This design comes from an exercise in tuning for small area on the open sky130 flow, not from production work. Function was checked by simulation only, so behaviour that the tests miss may differ from the original. Power and IR drop assume default switching activity.

==> flow/design.v <==
module OpdDemodulator (
    input logic clk,
    input logic reset,
    input logic tick_i,
    input logic signed [23:0] ref_i,   
    input logic signed [23:0] sig_i,   
    output logic signed [23:0] x_o,
    output logic signed [23:0] y_o,
    output logic signed [31:0] phi_o,
    output logic signed [24:0] r_o,
    output logic done_o
);
  localparam int W = 29;
  function automatic logic [2:0] ldig(input logic [4:0] k, input logic [3:0] j);
    case ({k, j})
      {5'd0, 4'd2}: ldig = 3'b010;
      {5'd0, 4'd3}: ldig = 3'b101;
      {5'd0, 4'd4}: ldig = 3'b010;
      {5'd1, 4'd0}: ldig = 3'b010;
      {5'd1, 4'd1}: ldig = 3'b110;
      {5'd1, 4'd2}: ldig = 3'b001;
      {5'd1, 4'd4}: ldig = 3'b110;
      {5'd1, 4'd5}: ldig = 3'b010;
      {5'd2, 4'd0}: ldig = 3'b010;
      {5'd2, 4'd4}: ldig = 3'b101;
      {5'd2, 4'd5}: ldig = 3'b110;
      {5'd2, 4'd6}: ldig = 3'b010;
      {5'd3, 4'd0}: ldig = 3'b010;
      {5'd3, 4'd3}: ldig = 3'b101;
      {5'd3, 4'd5}: ldig = 3'b001;
      {5'd3, 4'd6}: ldig = 3'b010;
      {5'd4, 4'd0}: ldig = 3'b110;
      {5'd4, 4'd1}: ldig = 3'b001;
      {5'd4, 4'd2}: ldig = 3'b010;
      {5'd4, 4'd3}: ldig = 3'b010;
      {5'd4, 4'd4}: ldig = 3'b110;
      {5'd4, 4'd5}: ldig = 3'b110;
      {5'd4, 4'd6}: ldig = 3'b110;
      {5'd4, 4'd7}: ldig = 3'b010;
      {5'd5, 4'd0}: ldig = 3'b110;
      {5'd5, 4'd2}: ldig = 3'b110;
      {5'd5, 4'd3}: ldig = 3'b001;
      {5'd5, 4'd4}: ldig = 3'b110;
      {5'd5, 4'd7}: ldig = 3'b010;
      {5'd6, 4'd0}: ldig = 3'b101;
      {5'd6, 4'd1}: ldig = 3'b001;
      {5'd6, 4'd2}: ldig = 3'b101;
      {5'd6, 4'd3}: ldig = 3'b110;
      {5'd6, 4'd4}: ldig = 3'b001;
      {5'd6, 4'd5}: ldig = 3'b010;
      {5'd6, 4'd7}: ldig = 3'b010;
      {5'd7, 4'd0}: ldig = 3'b110;
      {5'd7, 4'd1}: ldig = 3'b010;
      {5'd7, 4'd3}: ldig = 3'b010;
      {5'd7, 4'd4}: ldig = 3'b010;
      {5'd7, 4'd5}: ldig = 3'b101;
      {5'd7, 4'd6}: ldig = 3'b110;
      {5'd7, 4'd7}: ldig = 3'b010;
      {5'd8, 4'd3}: ldig = 3'b010;
      {5'd8, 4'd4}: ldig = 3'b101;
      {5'd8, 4'd5}: ldig = 3'b001;
      {5'd8, 4'd6}: ldig = 3'b010;
      {5'd8, 4'd7}: ldig = 3'b110;
      {5'd9, 4'd0}: ldig = 3'b010;
      {5'd9, 4'd2}: ldig = 3'b110;
      {5'd9, 4'd3}: ldig = 3'b010;
      {5'd9, 4'd4}: ldig = 3'b101;
      {5'd9, 4'd5}: ldig = 3'b001;
      {5'd9, 4'd7}: ldig = 3'b010;
      {5'd9, 4'd8}: ldig = 3'b110;
      {5'd10, 4'd0}: ldig = 3'b110;
      {5'd10, 4'd1}: ldig = 3'b110;
      {5'd10, 4'd4}: ldig = 3'b110;
      {5'd10, 4'd6}: ldig = 3'b010;
      {5'd10, 4'd7}: ldig = 3'b101;
      {5'd10, 4'd8}: ldig = 3'b110;
      {5'd11, 4'd1}: ldig = 3'b110;
      {5'd11, 4'd2}: ldig = 3'b010;
      {5'd11, 4'd3}: ldig = 3'b010;
      {5'd11, 4'd5}: ldig = 3'b110;
      {5'd11, 4'd6}: ldig = 3'b110;
      {5'd11, 4'd8}: ldig = 3'b001;
      {5'd11, 4'd9}: ldig = 3'b110;
      {5'd12, 4'd0}: ldig = 3'b110;
      {5'd12, 4'd1}: ldig = 3'b010;
      {5'd12, 4'd3}: ldig = 3'b010;
      {5'd12, 4'd5}: ldig = 3'b110;
      {5'd12, 4'd7}: ldig = 3'b110;
      {5'd12, 4'd8}: ldig = 3'b001;
      {5'd12, 4'd9}: ldig = 3'b110;
      {5'd13, 4'd0}: ldig = 3'b010;
      {5'd13, 4'd2}: ldig = 3'b101;
      {5'd13, 4'd4}: ldig = 3'b110;
      {5'd13, 4'd5}: ldig = 3'b110;
      {5'd13, 4'd6}: ldig = 3'b110;
      {5'd13, 4'd7}: ldig = 3'b001;
      {5'd13, 4'd8}: ldig = 3'b101;
      {5'd14, 4'd1}: ldig = 3'b010;
      {5'd14, 4'd2}: ldig = 3'b101;
      {5'd14, 4'd4}: ldig = 3'b110;
      {5'd14, 4'd6}: ldig = 3'b010;
      {5'd14, 4'd7}: ldig = 3'b010;
      {5'd15, 4'd2}: ldig = 3'b010;
      {5'd15, 4'd3}: ldig = 3'b010;
      {5'd15, 4'd4}: ldig = 3'b101;
      {5'd15, 4'd5}: ldig = 3'b010;
      {5'd15, 4'd7}: ldig = 3'b101;
      {5'd15, 4'd9}: ldig = 3'b010;
      {5'd16, 4'd0}: ldig = 3'b010;
      {5'd16, 4'd1}: ldig = 3'b110;
      {5'd16, 4'd2}: ldig = 3'b010;
      {5'd16, 4'd4}: ldig = 3'b101;
      {5'd16, 4'd5}: ldig = 3'b001;
      {5'd16, 4'd7}: ldig = 3'b110;
      {5'd16, 4'd9}: ldig = 3'b001;
      {5'd17, 4'd1}: ldig = 3'b110;
      {5'd17, 4'd2}: ldig = 3'b110;
      {5'd17, 4'd4}: ldig = 3'b110;
      {5'd17, 4'd7}: ldig = 3'b001;
      {5'd17, 4'd9}: ldig = 3'b110;
      {5'd17, 4'd10}: ldig = 3'b010;
      {5'd18, 4'd0}: ldig = 3'b101;
      {5'd18, 4'd1}: ldig = 3'b110;
      {5'd18, 4'd3}: ldig = 3'b001;
      {5'd18, 4'd4}: ldig = 3'b101;
      {5'd18, 4'd5}: ldig = 3'b010;
      {5'd18, 4'd6}: ldig = 3'b010;
      {5'd18, 4'd7}: ldig = 3'b110;
      {5'd18, 4'd8}: ldig = 3'b010;
      {5'd18, 4'd10}: ldig = 3'b010;
      {5'd19, 4'd0}: ldig = 3'b110;
      {5'd19, 4'd2}: ldig = 3'b010;
      {5'd19, 4'd4}: ldig = 3'b101;
      {5'd19, 4'd6}: ldig = 3'b001;
      {5'd19, 4'd7}: ldig = 3'b110;
      {5'd19, 4'd9}: ldig = 3'b010;
      {5'd19, 4'd10}: ldig = 3'b010;
      {5'd20, 4'd0}: ldig = 3'b110;
      {5'd20, 4'd1}: ldig = 3'b110;
      {5'd20, 4'd2}: ldig = 3'b010;
      {5'd20, 4'd4}: ldig = 3'b110;
      {5'd20, 4'd5}: ldig = 3'b001;
      {5'd20, 4'd6}: ldig = 3'b110;
      {5'd20, 4'd8}: ldig = 3'b010;
      {5'd20, 4'd9}: ldig = 3'b010;
      {5'd20, 4'd10}: ldig = 3'b010;
      default: ldig = 3'b000;
    endcase
  endfunction
  function automatic logic [2:0] hdig(input logic [3:0] k, input logic [3:0] j);
    case ({k, j})
      {4'd1, 4'd1}: hdig = 3'b110;
      {4'd1, 4'd2}: hdig = 3'b110;
      {4'd1, 4'd3}: hdig = 3'b001;
      {4'd1, 4'd5}: hdig = 3'b010;
      {4'd1, 4'd6}: hdig = 3'b110;
      {4'd1, 4'd7}: hdig = 3'b110;
      {4'd2, 4'd1}: hdig = 3'b101;
      {4'd2, 4'd3}: hdig = 3'b001;
      {4'd2, 4'd4}: hdig = 3'b110;
      {4'd2, 4'd5}: hdig = 3'b010;
      {4'd2, 4'd6}: hdig = 3'b101;
      {4'd2, 4'd7}: hdig = 3'b010;
      {4'd2, 4'd8}: hdig = 3'b101;
      {4'd3, 4'd0}: hdig = 3'b101;
      {4'd3, 4'd1}: hdig = 3'b010;
      {4'd3, 4'd2}: hdig = 3'b010;
      {4'd3, 4'd4}: hdig = 3'b110;
      {4'd3, 4'd7}: hdig = 3'b010;
      {4'd3, 4'd8}: hdig = 3'b010;
      {4'd3, 4'd9}: hdig = 3'b101;
      {4'd4, 4'd0}: hdig = 3'b010;
      {4'd4, 4'd1}: hdig = 3'b101;
      {4'd4, 4'd2}: hdig = 3'b001;
      {4'd4, 4'd3}: hdig = 3'b110;
      {4'd4, 4'd4}: hdig = 3'b001;
      {4'd4, 4'd9}: hdig = 3'b110;
      {4'd4, 4'd10}: hdig = 3'b110;
      {4'd5, 4'd1}: hdig = 3'b110;
      {4'd5, 4'd2}: hdig = 3'b110;
      {4'd5, 4'd3}: hdig = 3'b110;
      {4'd5, 4'd4}: hdig = 3'b110;
      {4'd5, 4'd5}: hdig = 3'b010;
      {4'd5, 4'd6}: hdig = 3'b110;
      {4'd5, 4'd7}: hdig = 3'b010;
      {4'd5, 4'd8}: hdig = 3'b010;
      {4'd5, 4'd10}: hdig = 3'b110;
      {4'd5, 4'd11}: hdig = 3'b110;
      {4'd6, 4'd1}: hdig = 3'b010;
      {4'd6, 4'd2}: hdig = 3'b010;
      {4'd6, 4'd3}: hdig = 3'b010;
      {4'd6, 4'd4}: hdig = 3'b010;
      {4'd6, 4'd5}: hdig = 3'b110;
      {4'd6, 4'd6}: hdig = 3'b010;
      {4'd6, 4'd7}: hdig = 3'b110;
      {4'd6, 4'd8}: hdig = 3'b110;
      {4'd6, 4'd10}: hdig = 3'b010;
      {4'd6, 4'd11}: hdig = 3'b010;
      {4'd7, 4'd0}: hdig = 3'b110;
      {4'd7, 4'd1}: hdig = 3'b001;
      {4'd7, 4'd2}: hdig = 3'b101;
      {4'd7, 4'd3}: hdig = 3'b010;
      {4'd7, 4'd4}: hdig = 3'b101;
      {4'd7, 4'd9}: hdig = 3'b010;
      {4'd7, 4'd10}: hdig = 3'b010;
      {4'd8, 4'd0}: hdig = 3'b101;
      {4'd8, 4'd2}: hdig = 3'b110;
      {4'd8, 4'd4}: hdig = 3'b010;
      {4'd8, 4'd7}: hdig = 3'b110;
      {4'd8, 4'd8}: hdig = 3'b110;
      {4'd8, 4'd9}: hdig = 3'b001;
      {4'd9, 4'd1}: hdig = 3'b101;
      {4'd9, 4'd2}: hdig = 3'b010;
      {4'd9, 4'd3}: hdig = 3'b101;
      {4'd9, 4'd4}: hdig = 3'b010;
      {4'd9, 4'd5}: hdig = 3'b110;
      {4'd9, 4'd6}: hdig = 3'b001;
      {4'd9, 4'd7}: hdig = 3'b110;
      {4'd9, 4'd8}: hdig = 3'b001;
      {4'd10, 4'd1}: hdig = 3'b010;
      {4'd10, 4'd2}: hdig = 3'b010;
      {4'd10, 4'd3}: hdig = 3'b101;
      {4'd10, 4'd5}: hdig = 3'b110;
      {4'd10, 4'd6}: hdig = 3'b010;
      {4'd10, 4'd7}: hdig = 3'b010;
      default: hdig = 3'b000;
    endcase
  endfunction
  function automatic logic [23:0] fdel(input logic [23:0] v);
    if (!v[23] && (|v[22:0])) fdel = v - 24'd1;
    else if (v[23] && !(|v[22:0])) fdel = v + 24'd1;
    else fdel = v;
  endfunction
  function automatic logic [24:0] angle(input logic [4:0] i);   
    case (i)
      5'd1: angle = 25'd2097151;
      5'd2: angle = 25'd1238020;
      5'd3: angle = 25'd654136;
      5'd4: angle = 25'd332049;
      5'd5: angle = 25'd166669;
      5'd6: angle = 25'd83415;
      5'd7: angle = 25'd41718;
      5'd8: angle = 25'd20860;
      5'd9: angle = 25'd10430;
      5'd10: angle = 25'd5215;
      5'd11: angle = 25'd2607;
      5'd12: angle = 25'd1303;
      5'd13: angle = 25'd651;
      5'd14: angle = 25'd325;
      5'd15: angle = 25'd162;
      5'd16: angle = 25'd81;
      5'd17: angle = 25'd40;
      5'd18: angle = 25'd20;
      5'd19: angle = 25'd10;
      5'd20: angle = 25'd5;
      5'd21: angle = 25'd2;
      5'd22: angle = 25'd1;
      default: angle = 25'd0;
    endcase
  endfunction
  typedef enum logic [3:0] {
    S_IDLE, S_INS, S_CLOAD, S_CITER, S_DONE, S_HIL, S_HSAT, S_PROD, S_PQ, S_LP, S_LPF
  } st_e;
  st_e st;
  logic [5:0] m;   
  logic [3:0] j;   
  logic [5:0] K;   
  logic par;   
  logic ins_r, ins_s, ins_pq, cap_a, cap_b;
  logic [5:0] cp;   
  logic [3:0] cr0, cr1;   
  logic [3:0] cs;   
  logic [39:0][22:0] pring, qring;
  logic [10:0][23:0] rring0, rring1;
  logic [11:0][23:0] sring;
  logic signed [W-1:0] accx, accy;
  logic [23:0] T, U;
  logic [24:0] PHI;
  wire [22:0] ptap = pring[39];
  wire [22:0] qtap = qring[39];
  wire [23:0] r0tap = rring0[10];
  wire [23:0] r1tap = rring1[10];
  wire [23:0] stap = sring[11];
  wire ins_p_now = ins_pq && (cp == 6'd39);
  wire ins_r0_now = ins_r && !par && (cr0 == 4'd10);
  wire ins_r1_now = ins_r && par && (cr1 == 4'd10);
  wire ins_s_now = ins_s && (cs == 4'd11);
  always_ff @(posedge clk) begin
    pring <= {pring[38:0], ins_p_now ? T[22:0] : ptap};
    qring <= {qring[38:0], ins_p_now ? U[22:0] : qtap};
    rring0 <= {rring0[9:0], ins_r0_now ? T : r0tap};
    rring1 <= {rring1[9:0], ins_r1_now ? T : r1tap};
    sring <= {sring[10:0], ins_s_now ? fdel(U) : stap};
  end
  always_ff @(posedge clk) begin
    if (reset) begin
      cp <= '0;
      cr0 <= '0;
      cr1 <= '0;
      cs <= '0;
    end else begin
      cp <= (cp == 6'd39) ? (ins_p_now ? 6'd1 : 6'd0) : cp + 6'd1;
      cr0 <= (cr0 == 4'd10) ? (ins_r0_now ? 4'd1 : 4'd0) : cr0 + 4'd1;
      cr1 <= (cr1 == 4'd10) ? (ins_r1_now ? 4'd1 : 4'd0) : cr1 + 4'd1;
      cs <= (cs == 4'd11) ? (ins_s_now ? 4'd1 : 4'd0) : cs + 4'd1;
    end
  end
  logic [1:0] asel;   
  logic signed [24:0] srcx, srcy;
  logic [4:0] sa;
  logic [2:0] dx, dy;   
  wire [23:0] rtap_h = par ? r1tap : r0tap;   
  wire [23:0] rtap_a = par ? r0tap : r1tap;   
  wire [3:0] cr_h = par ? cr1 : cr0;
  wire [3:0] cr_a = par ? cr0 : cr1;
  wire [5:0] kl = (m == 6'd40) ? 6'd0 : cp + 6'd1;   
  wire [5:0] klf = (kl > 6'd20) ? 6'd40 - kl : kl;   
  wire [2:0] ld = (kl < K) ? ldig(klf[4:0], j) : 3'b000;
  wire [2:0] hd = ({1'b0, cr_h, 1'b0} < K) ? hdig(cr_h, j) : 3'b000;
  logic [2:0] pd;
  always_comb begin
    case (PHI[2:0])
      3'b001, 3'b010: pd = 3'b010;
      3'b011: pd = 3'b001;
      3'b100: pd = 3'b101;
      3'b101, 3'b110: pd = 3'b110;
      default: pd = 3'b000;
    endcase
  end
  wire flip = accy[24];
  wire sig_c = !accy[24];   
  always_comb begin
    asel = 2'd2;
    srcx = '0;
    srcy = '0;
    dx = 3'b000;
    dy = 3'b000;
    sa = 5'd0;
    case (st)
      S_CLOAD: begin
        asel = 2'd0;
        srcx = accy[24:0];
        srcy = accx[24:0];
        dx = {flip, 2'b10};
        dy = {flip, 2'b10};
        sa = m[4:0];
      end
      S_CITER: begin
        srcx = accy[24:0];
        srcy = accx[24:0];
        dx = {!sig_c, 2'b10};
        dy = {sig_c, 2'b10};
        sa = m[4:0];
      end
      S_HIL: begin
        asel = (m == 6'd0) ? ((j == 4'd0) ? 2'd0 : 2'd1) : 2'd2;
        srcx = 25'($signed(rtap_h));
        dx = hd;
      end
      S_PROD: begin
        asel = (j == 4'd0) ? 2'd0 : 2'd1;
        srcx = 25'($signed(T));
        srcy = 25'($signed(U));
        dx = (j == 4'd12) ? 3'b000 : pd;
        dy = (j == 4'd12) ? 3'b000 : pd;
      end
      S_LP: begin
        asel = (m == 6'd0) ? ((j == 4'd0) ? 2'd0 : 2'd1) : 2'd2;
        srcx = (m == 6'd40) ? 25'($signed(T[22:0])) : 25'($signed(ptap));
        srcy = (m == 6'd40) ? 25'($signed(U[22:0])) : 25'($signed(qtap));
        dx = ld;
        dy = ld;
      end
      S_LPF: asel = 2'd1;
      default: ;
    endcase
    if (st != S_CLOAD && st != S_CITER) sa = {4'd0, !dx[0]};   
  end
  function automatic logic [W-1:0] rca(input logic [W-1:0] a, input logic [W-1:0] b, input logic cin);
    logic c;
    c = cin;
    for (int i = 0; i < W; i++) begin
      rca[i] = a[i] ^ b[i] ^ c;
      c = (a[i] & b[i]) | (c & (a[i] ^ b[i]));
    end
  endfunction
  function automatic logic [24:0] rca25(input logic [24:0] a, input logic [24:0] b, input logic cin);
    logic c;
    c = cin;
    for (int i = 0; i < 25; i++) begin
      rca25[i] = a[i] ^ b[i] ^ c;
      c = (a[i] & b[i]) | (c & (a[i] ^ b[i]));
    end
  endfunction
  function automatic logic signed [W-1:0] lane(input logic [1:0] as, input logic signed [W-1:0] acc,
                                               input logic signed [24:0] src, input logic [4:0] sa,
                                               input logic z, input logic neg);
    logic signed [W-1:0] a, b, sh;
    logic signed [25:0] v;
    sh = acc >>> 2;
    a = (as == 2'd0) ? '0 : (as == 2'd1) ? sh : acc;
    v = $signed({src, 1'b0}) >>> sa;   
    b = z ? '0 : W'(v);
    lane = rca(a, neg ? ~b : b, neg);
  endfunction
  wire signed [W-1:0] nx = lane(asel, accx, srcx, sa, dx[2:1] == 2'b00 && !dx[0], dx[2]);
  wire signed [W-1:0] ny = lane(asel, accy, srcy, sa, dy[2:1] == 2'b00 && !dy[0], dy[2]);
  wire hpos = !accx[W-1] && (|accx[W-2:24]);
  wire hneg = accx[W-1] && !(&accx[W-2:24]);
  wire [23:0] hsat = hpos ? 24'h7fffff : hneg ? 24'h800000 : accx[24:1];
  wire xpos = !accx[24] && (|accx[23:1]);
  always_ff @(posedge clk) begin
    if (reset) begin
      accx <= '0;
      accy <= '0;
    end else begin
      accx <= nx;
      accy <= ny;
    end
  end
  always_ff @(posedge clk) begin
    if (reset) begin
      st <= S_IDLE;
      K <= '0;
      par <= 1'b0;
      ins_r <= 1'b0;
      ins_s <= 1'b0;
      ins_pq <= 1'b0;
      cap_a <= 1'b0;
      cap_b <= 1'b0;
      m <= '0;
      j <= '0;
    end else begin
      if (ins_p_now) ins_pq <= 1'b0;
      if (ins_r0_now || ins_r1_now) ins_r <= 1'b0;
      if (ins_s_now) ins_s <= 1'b0;
      case (st)
        S_IDLE: begin
          if (tick_i) begin
            T <= ref_i;
            U <= sig_i;
            m <= 6'd2;
            ins_r <= 1'b1;
            ins_s <= 1'b1;
            par <= !par;
            if (K != 6'd63) K <= K + 6'd1;
            st <= S_INS;
          end
        end
        S_INS: begin
          if (!ins_r && !ins_s) st <= S_CLOAD;
        end
        S_CLOAD: begin
          T <= accx[24:1];
          U <= accy[24:1];
          PHI <= flip ? (xpos ? 25'sd8388607 : -25'sd8388607) : 25'sd0;
          m <= 6'd1;
          st <= S_CITER;
        end
        S_CITER: begin
          PHI <= rca25(PHI, sig_c ? angle(m[4:0]) : ~angle(m[4:0]), !sig_c);
          m <= m + 6'd1;
          if (m == 6'd23) st <= S_DONE;
        end
        S_DONE: begin
          cap_a <= 1'b1;
          cap_b <= 1'b1;
          m <= '0;
          j <= '0;
          st <= S_HIL;
        end
        S_HIL: begin
          if (m == 6'd10) begin
            m <= '0;
            j <= j + 4'd1;
            if (j == 4'd11) st <= S_HSAT;
          end else m <= m + 6'd1;
        end
        S_HSAT: begin
          U <= hsat;
          j <= '0;
          st <= S_PROD;
        end
        S_PROD: begin
          PHI <= $signed(PHI) >>> 2;
          j <= j + 4'd1;
          if (j == 4'd12) st <= S_PQ;
        end
        S_PQ: begin
          T <= 24'($signed(accx[22:0]));
          U <= 24'($signed(accy[22:0]));
          m <= '0;
          j <= '0;
          st <= S_LP;
        end
        S_LP: begin
          if (m == 6'd40) begin
            m <= '0;
            j <= j + 4'd1;
            if (j == 4'd10) st <= S_LPF;
          end else m <= m + 6'd1;
        end
        S_LPF: begin
          ins_pq <= 1'b1;
          st <= S_IDLE;
        end
        default: st <= S_IDLE;
      endcase
      if (st == S_HIL) begin
        if (cap_a && cr_a == 4'd5) begin
          T <= (K > 6'd11) ? fdel(rtap_a) : 24'd0;
          cap_a <= 1'b0;
        end
        if (cap_b && cs == 4'd11) begin
          PHI <= {(K > 6'd11) ? stap : 24'd0, 1'b0};
          cap_b <= 1'b0;
        end
      end
    end
  end
  assign done_o = (st == S_DONE);
  assign x_o = T;
  assign y_o = U;
  assign r_o = accx[24:0];
  assign phi_o = 32'($signed(PHI));
endmodule
==> flow/run.sh <==
#!/bin/bash
# synth_recipe.tcl (not shown) runs the flow's synth.tcl, then flattens the netlist and writes it again
# the make line also repeats each setting of config.mk as NAME=value (left out here)
make -C /OpenROAD-flow-scripts/flow DESIGN_CONFIG=/design/flow/config.mk WORK_HOME=/design/flow/orfs CLKGATE_MAP_FILE= SYNTH_SCRIPT=/design/flow/synth_recipe.tcl finish
==> flow/config.mk <==
export PLATFORM = sky130hd
export DESIGN_NAME = OpdDemodulator
export DESIGN_NICKNAME = OpdDemodulator
export VERILOG_FILES = /design/flow/design.v
export SDC_FILE = /design/flow/constraint.sdc
export NUM_CORES = 4
export LEC_CHECK = 0
export CAP_MARGIN = 20
export CORE_MARGIN = 2
export CORE_UTILIZATION = 45
export CTS_BUF_LIST = sky130_fd_sc_hd__clkbuf_16
export CTS_CLUSTER_DIAMETER = 60
export CTS_CLUSTER_SIZE = 30
export PLACE_DENSITY = 0.6
export SLEW_MARGIN = 20
==> flow/constraint.sdc <==
create_clock -name core_clock -period 15.0 [get_ports {clk}]
set_input_delay 3.0000 -clock core_clock [delete_from_list [all_inputs] [get_ports {clk}]]
set_output_delay 3.0000 -clock core_clock [all_outputs]
set_load 0.01 [all_outputs]
==> run_results.csv <==
group,metric,value,unit
clocking,tritoncts,"built",
critical_path,rrSetupSlack,0.45,ns
global_route,grt_pass1_wl,257000,um
critical_path,crit_buf_inv,9,
global_route,grt_overflow,0,
die,start_util,45.3,%
critical_path,crit_slowest_cell,"fa_1",
layout,final_layout_size_suffix_gt1_share,13.1,%
clocking,clock-root-buffer,"clkbuf_16",
global_route,grt_max_degree,56,
layout,fillers,13900,
timing,finalSetupViolations,0,
layout,finish.instance_area,0.0856,sq mm
pwr,clkPwrFrac,32.2,%
yosys,async_reset_ff_share,0,%
pwr,swShare,26.8,%
pwr,intPower,0.0106,W
critical_path,path_class,"reg2reg",
critical_path,cp_max_fo,6,
clocking,clk_latency,0.83,ns
drt,first_pass_iters,9,
timing,max_slew_margin,31.1,%
timing,tns,0,ns
clocking,clk_pin_slew_worst_paths,0.10,ns
clocking,cts_inserted_buffers,148,
placed_design,finalWeightedCongestion,0.961,
timing,max_freq,68.7,MHz
global_route,antenna_found_initial,9,
die,fp.dieH,411,um
clocking,postCtsHoldBufs,0,
clocking,clock-sinks,2852,
pwr,p_per_area,169,mW/mm^2
die,die_area,0.169,sq mm
yosys,synth-seq-cells,2852,
layout,layout_commonest_cell,"dfxtp_1",
yosys,synthesis.nets,5448,
timing,fin_worst_skew,0.0757,ns
layout,area_growth,14.7,%
yosys,syn_avg_cell_area,14.1,sq um
timing,min_period,14.55,ns
timing,fin_crit_sh,97.0,%
yosys,postSynthCellCount,5278,
die,coreArea,0.165,sq mm
critical_path,worstSetupStartpoint,"m[0]$_SDFFE_PP0P_",
pwr,seqPwrFrac,55.0,%
critical_path,r2r_start,"m[0]$_SDFFE_PP0P_",
run_status,outcome,"finished clean",
placed_design,place_area,0.0801,sq mm
yosys,synth_cell_types,101,
critical_path,start_kind,"register",
drt,routed_wl,175000,um
drt,drt_iter0_drc,3830,
layout,seqCellArea,0.0578,sq mm
min_path,worstHoldPathType,"reg2reg",
layout,finalNetCount,5797,
global_route,grt.total_usage,20.5,%
timing,grt_setup_unrepaired,"false",
timing,slew_viol_final,0,
pwr,p_sw,0.00388,W
layout,multi_input_comb_area,0.0159,sq mm
job,maxCapViolCount,0,
placed_design,detailed_place_hpwl,122000,um
pwr,comb_power_share,12.8,%
yosys,synth_flop_cell,"dfxtp_1",
drt,final_antenna_net_count,0,
die,die_w,411,um
clocking,htreeDepth,4,
pwr,peakVddDrop,0.000142,V
timing,setup_slack,0.453,ns
critical_path,cp.arrival,15.23,ns
die,ioPinCount,157,
critical_path,critical-path-top-delay-family,"adder cells",
placed_design,port_buffers,156,
yosys,synth_warnings,1,
min_path,worstHoldStart,"rring1[122]$_DFF_P_",
timing,tightest_slew,1.03,ns
drt,vias,39600,
critical_path,required,15.69,ns
drt,remaining_drc_errors,0,
die,rows,149,
clocking,cts_buffer_depth,3,
layout,layout_common_cells,"2778 x dfxtp_1, 278 x nand2_1, 273 x buf_4",
timing,finalHoldViolations,0,
yosys,netlist_area,0.0747,sq mm
drt,vias_per_cell,5.01,
global_route,first_global_vias,38700,
critical_path,critPathMaxStageDelay,0.41,ns
pwr,p_leak,33.9,nW
critical_path,timing.critical_path.to_type,"register",
critical_path,crit_top_cell,"fa_2",
yosys,synth_edf_count,73,
yosys,ys_seq_area_share,77.4,%
drt,wl_per_cell,22.1,um
placed_design,pre_cts_slack,-0.282,ns
## metrics by stage
| stage | cells | power [W] | util [%] | hold WS [ns] |
|---|---|---|---|---|
| 3_5_place_dp | 7657 | 0.00992 | 48.6 | 0.312 |
| 2_1_floorplan | 5278 | 0.00912 | - | 0.310 |
| 6_report | 7915 | 0.0145 | 52.0 | 0.298 |
| 3_3_place_gp | 7657 | 0.00991 | 48.6 | 0.310 |
| 4_1_cts | 7906 | 0.0146 | 51.8 | 0.282 |
| 5_1_grt | 7909 | 0.0150 | 52.0 | 0.281 |
## worst paths after layout
path | end | cells past startpoint
worst max-delay path | accy[28]$_SDFF_PP0_ | 56
worst min register to register | rring1[146]$_DFF_P_ | 0
worst min-delay path | rring1[146]$_DFF_P_ | 0
worst max register to register | accy[28]$_SDFF_PP0_ | 56
## registers in the layout (all words and copies together), names as in the netlist, 6 cells and up, named ones only
register and cells:
K 6, PHI 25, T 24, U 24, accx 29, accy 29, cp 6, m 6
pring 920, qring 920, rring0 264, rring1 264, sring 288
## cell families (layout without fill, tap and decap cells)
logic type,Yosys count,in the layout,share of synthesized area [%]
AO/OA/AOI/OAI,801,801,7.50
XOR/XNOR,99,99,1.17
adder cells (fa/ha/maj),119,119,2.77
buffers and inverters,295,737,1.76
flip-flops,2852,2852,77.4
multiplexers,302,302,4.27
other,0,6,0
AND/OR/NAND/NOR,810,810,5.09
## synth_stat cells, types with 51 or more instances
cell	n	area [sq um]
mux2_2	114	1280
inv_1	51	191
clkbuf_1	157	589
nor3_1	57	285
a22o_1	73	639
nand3_1	75	375
o21ai_0	199	996
nand2_1	282	1060
fa_1	77	1540
mux2i_1	183	1830
nor2b_1	65	407
edfxtp_1	73	2190
nor2_1	197	739
dfxtp_1	2779	55600
a21oi_1	132	661
## power groups by stage
| stage | Clock, W | Combinational, W | Sequential, W |
|---|---|---|---|
| floorplan | 0 | 0.00106 | 0.00805 |
| global placement | 0 | 0.00179 | 0.00812 |
| detailed placement | 0 | 0.00180 | 0.00812 |
| CTS | 0.00478 | 0.00183 | 0.00795 |
| global route | 0.00505 | 0.00199 | 0.00796 |
| finish | 0.00465 | 0.00186 | 0.00795 |
## repair_timing
item / CTS / global route
setup endpoints to repair: 5 / 7
buffers inserted: 5 / 3
pin swaps: 5 / 18
gates cloned: 1 / 0
gates resized for setup: 16 / 47
## per-layer routing
layer	GRT usage, %	wire length [um]	vias up
met5	0	14	-
met4	6.83	5480	4
met3	4.33	12300	319
met2	31.1	76400	1392
met1	29.2	81100	19300
li1	-	-	18600
## area by class of cell
class | instances | area share (%)
sequential | 2852 | 67.5
multi-input combinational | 2131 | 18.5
timing repair buffer | 438 | 4.45
clock buffer | 148 | 4.32
tap | 2189 | 3.20
clock inverter | 95 | 1.70
inverter | 56 | 0.245
antenna | 6 | 0.0175

## separate check: timing with driven ports
Ports are ideal in the flow. The routed layout listed here was re-timed in OpenROAD. Step 1 assumes that a clkbuf_16 drives the clock port and a buf_2 every other input. Step 2 adds t to the input delays and takes it off the output delays; t is the mean of the earliest and latest rising clock arrival at the registers after step 1. Input paths then give back, and output paths get back, about the clock's delay inside the block. Slacks: ideal ports / drivers / drivers and shift; pairs: ideal ports / drivers.
t, ns: 0.877
slack for setup (ns): 0.453 / 0.453 / 0.453
worst setup path after step 2: register to register
clock arrival spread, ns: 0.076 / 0.077
worst slew at a driven data input, ns: 0.11
After both steps this run still meets setup and hold. The setup slack of this run moves by 0.000 ns with the drivers and by 0.000 ns with both steps.
